Source: an optimization exercise on an open RTL-to-GDS flow (aim: small area and a short achievable clock period). Production flows keep margins and buffers that such runs may drop.
RTL that was checked went through simulation tests only; none was proved equivalent to the original.

== harbor ==
Design mac_unit, start of the top module:
module mac_unit #(
    parameter AW = 16,
    parameter BW = 16,
    parameter ACCW = 40,
    parameter SIGNED = 0
)(
    input  wire clk,
    input  wire rst_n,
    input  wire en,
    input  wire valid_in,
    input  wire [AW-1:0] a,
    input  wire [BW-1:0] b,
    output reg  valid_out,
    output reg  [ACCW-1:0] acc_out
);
clock: 7.0 ns
lec_check: 0
cap_margin: 20
core_margin: 2
core_utilization: 65
setup_slack_margin: 3
slew_margin: 20
synth_hierarchical: 1
synth_minimum_keep_size: 0
run.sh (not shown) runs the stock make flow with config.mk's settings and CLKGATE_MAP_FILE= SYNTH_SCRIPT=/design/flow/synth_recipe.tcl, a recipe that flattens the netlist after the stock synthesis.
## Diff of input files: nickel against harbor
--- a/flow/design.v
+++ b/flow/design.v
@@ -1244,21 +1244,19 @@
   mac_fa fa218 (.a(pr[54]), .b(pr[55]), .ci(nacc[24]), .s(s723), .co(c724));
   mac_fa fa219 (.a(pr[56]), .b(pr[57]), .ci(nacc[25]), .s(s725), .co(c726));
   mac_fa fa220 (.a(pr[58]), .b(pr[59]), .ci(nacc[26]), .s(s727), .co(c728));
   mac_fa fa221 (.a(pr[60]), .b(pr[61]), .ci(nacc[27]), .s(s729), .co(c730));
   mac_fa fa222 (.a(pr[62]), .b(pr[63]), .ci(nacc[28]), .s(s731), .co(c732));
   mac_fa fa223 (.a(pr[64]), .b(pr[65]), .ci(nacc[29]), .s(s733), .co(c734));
   mac_fa fa224 (.a(pr[66]), .b(pr[67]), .ci(nacc[30]), .s(s735), .co(c736));
   wire [39:0] ra = {nacc[39], nacc[38], nacc[37], nacc[36], nacc[35], nacc[34], nacc[33], nacc[32], nacc[31], c734, c732, c730, c728, c726, c724, c722, s721, s719, c714, c710, c706, c702, c698, c694, c690, s687, c684, c682, c680, c678, c676, c674, c672, c670, c668, c666, c664, c662, nacc[1], pr[0]};
   wire [39:0] rb = {1'b1, 1'b1, 1'b1, 1'b1, 1'b1, 1'b1, 1'b1, 1'b1, c736, s735, s733, s731, s729, s727, s725, s723, c720, c718, s717, s713, s709, s705, s701, s697, s693, s689, s685, s683, s681, s679, s677, s675, s673, s671, s669, s667, s665, s663, s661, nacc[0]};
-  wire [33:0] lo = {1'b0, ra[32:0]} + {1'b0, rb[32:0]} + 34'd1;
-  wire [6:0] hi_inc = acc_out[39:33] + 7'd1;
-  wire [39:0] sum = {lo[33] ? acc_out[39:33] : hi_inc, ~lo[32:0]};
+  wire [39:0] sum = ~(ra + rb + 40'd1);
   always @(posedge clk) begin
     pr <= {c660, p256, c658, s659, c656, s657, c654, s655, c652, s653, c650, s651, s649, c648, s647, c646, s645, c604, s605, c542, c602, s603, c538, s601, c600, s537, s599, c598, s533, s597, c596, s529, s595, c594, s525, s593, s521, c592, c644, s517, s591, c590, s643, c642, s641, c640, s639, c638, s637, c636, s635, c634, s633, c632, s631, c630, s629, c628, s627, c626, s625, c624, s623, c622, s621, p2, p17, p1};
     valid_reg <= valid_in & rst_n;
   end
   always @(posedge clk) begin
     if (!rst_n) begin
       acc_out <= 40'd0;
       valid_out <= 1'b0;
     end else begin
Notes after the runs:
Compared to harbor, the router laid down more metal wire for nickel. In the metrics for nickel and harbor, the one carrying the higher HPWL reported at the end of detailed placement is nickel. For the gate count of the mapped netlist, nickel came in 12 higher than harbor did. Taking harbor as the reference, in nickel hold slack comparable; length of routed met3 wiring now smaller. nickel: no failed stages, no open violations at the end.
No run of this note included a check of the RTL's function; only the layout flow was run.


## before
Another version of the RTL of mac_unit (not shown whole).
Size: roughly 1200 cells after synthesis, about 120 flip-flops, roughly 77 I/O pins.
==> module mac_hi, before the edit <==
module mac_hi #(parameter N = 7) (
    input  wire [N-1:0] acc,
    input  wire cn,        
    input  wire sel,       
    input  wire rst_n,
    output wire [N-1:0] d
);
  wire [N-1:0] inc = acc + 1'b1;
  assign d = !rst_n ? {N{1'b0}} : (sel & ~cn) ? inc : acc;
endmodule
Settings: LEC_CHECK=0, CAP_MARGIN=20, CORE_MARGIN=2, CORE_UTILIZATION=65, CTS_BUF_LIST=sky130_fd_sc_hd__clkbuf_4 sky130_fd_sc_hd__clkbuf_8, SETUP_SLACK_MARGIN=3.6, SLEW_MARGIN=20, SYNTH_HIERARCHICAL=1, SYNTH_MINIMUM_KEEP_SIZE=0; clock period 7.0 ns.
--- input diff before..after ---
--- a/flow/design.v
+++ b/flow/design.v
@@ -1926,20 +1926,10 @@
         acc_out[32:0] <= sum;
     end
     acc_out[39:33] <= hi_next;
   end
 endmodule
-module mac_hi #(parameter N = 7) (
-    input  wire [N-1:0] acc,
-    input  wire cn,        
-    input  wire sel,       
-    input  wire rst_n,
-    output wire [N-1:0] d
-);
-  wire [N-1:0] inc = acc + 1'b1;
-  assign d = !rst_n ? {N{1'b0}} : (sel & ~cn) ? inc : acc;
-endmodule
 module mac_hi2 #(parameter N = 7) (
     input  wire [N-1:0] acc,
     input  wire cn,        
     input  wire sel,       
     input  wire rst_n,
Notes after the runs:
Cell count: after vs before identical
before and after ended up with nearly the same clock network latency to the later pin of the worst-skew pair.
As far as placer congestion estimate goes, after and before are indistinguishable; the numbers are identical.
after vs. before: routed metal-1 wire length saw little to no change, design area saw little to no change.
Re vias per cell: no difference whatsoever between after and before.
before and after ended up with nearly the same count of TritonRoute iterations in the first routing pass.
Data arrival time of the critical path across before and after: no real change.
Only the layout flow was run in before; the RTL was not checked for function there.


Another version of the RTL of mac_unit (not shown whole).
For scale: about 120 flip-flops, ~11000 sq um of cells after synthesis.
==> module mac_fx, before the edit <==
module mac_fx (input wire a, input wire b, input wire ci,
               output wire s, output wire co);
  wire t;
  mac_xor x0 (.a(a), .b(b), .y(t));
  mac_xor x1 (.a(t), .b(ci), .y(s));
  mac_mux m0 (.s(t), .d0(a), .d1(ci), .y(co));
endmodule
==> module mac_xor, before the edit <==
module mac_xor (input wire a, input wire b, output wire y);
  assign y = a ^ b;
endmodule
==> module mac_mux, before the edit <==
module mac_mux (input wire s, input wire d0, input wire d1, output wire y);
  assign y = s ? d1 : d0;
endmodule
Settings: LEC_CHECK=0, CAP_MARGIN=20, CORE_MARGIN=2, CORE_UTILIZATION=65, SETUP_SLACK_MARGIN=3.3, SLEW_MARGIN=20, SYNTH_HIERARCHICAL=1, SYNTH_MINIMUM_KEEP_SIZE=0; clock period 7.0 ns.
==> next run, changes <==
--- a/flow/design.v
+++ b/flow/design.v
@@ -1284,15 +1284,2 @@
   assign y = a | b;
 endmodule
-module mac_fx (input wire a, input wire b, input wire ci,
-               output wire s, output wire co);
-  wire t;
-  mac_xor x0 (.a(a), .b(b), .y(t));
-  mac_xor x1 (.a(t), .b(ci), .y(s));
-  mac_mux m0 (.s(t), .d0(a), .d1(ci), .y(co));
-endmodule
-module mac_xor (input wire a, input wire b, output wire y);
-  assign y = a ^ b;
-endmodule
-module mac_mux (input wire s, input wire d0, input wire d1, output wire y);
-  assign y = s ? d1 : d0;
-endmodule
Non-clock buffer count stays the same.
Wire length is unchanged.
Sequential share of layout area does not change.
Worst setup slack stays the same.
Via count does not change.
Sequential cell count stays the same.
Die area is unchanged.
Synthesized area is unchanged.
No functional check of the RTL was part of the first run of this note.

[static timing again, ports no longer ideal]
No port has a modelled driver above. Below, the same layouts with a new extraction and two added sets of constraints.
Step 1 assumes that a clkbuf_16 drives the clock port and a buf_2 every other input.
Step 2 adds t to the input delays and takes it off the output delays; t is the mean of the earliest and latest rising clock arrival at the registers after step 1. Input paths then give back, and output paths get back, about the clock's delay inside the block.
a / b / c = ideal / step 1 / step 2; a / b = the first two.
run	t (ns)	slack for setup (ns)	worst setup path at the end	clock arrival spread, ns	worst register clock-pin slew, ns
harbor	0.395	3.040 / 3.059 / 2.664	input to register	0.011 / 0.010	0.08 / 0.08
nickel	0.397	3.034 / 3.055 / 2.659	input to register	0.015 / 0.015	0.08 / 0.08
before	0.487	3.637 / 3.639 / 3.152	input to register	0.014 / 0.014	0.08 / 0.08
after	0.487	3.637 / 3.639 / 3.152	input to register	0.014 / 0.014	0.08 / 0.08
the first run of note 3	0.461	3.269 / 3.269 / 2.914	input to register	0.009 / 0.009	0.06 / 0.06
the second run of note 3	0.461	3.269 / 3.269 / 2.914	input to register	0.009 / 0.009	0.06 / 0.06
After both steps every run listed still meets setup and hold.
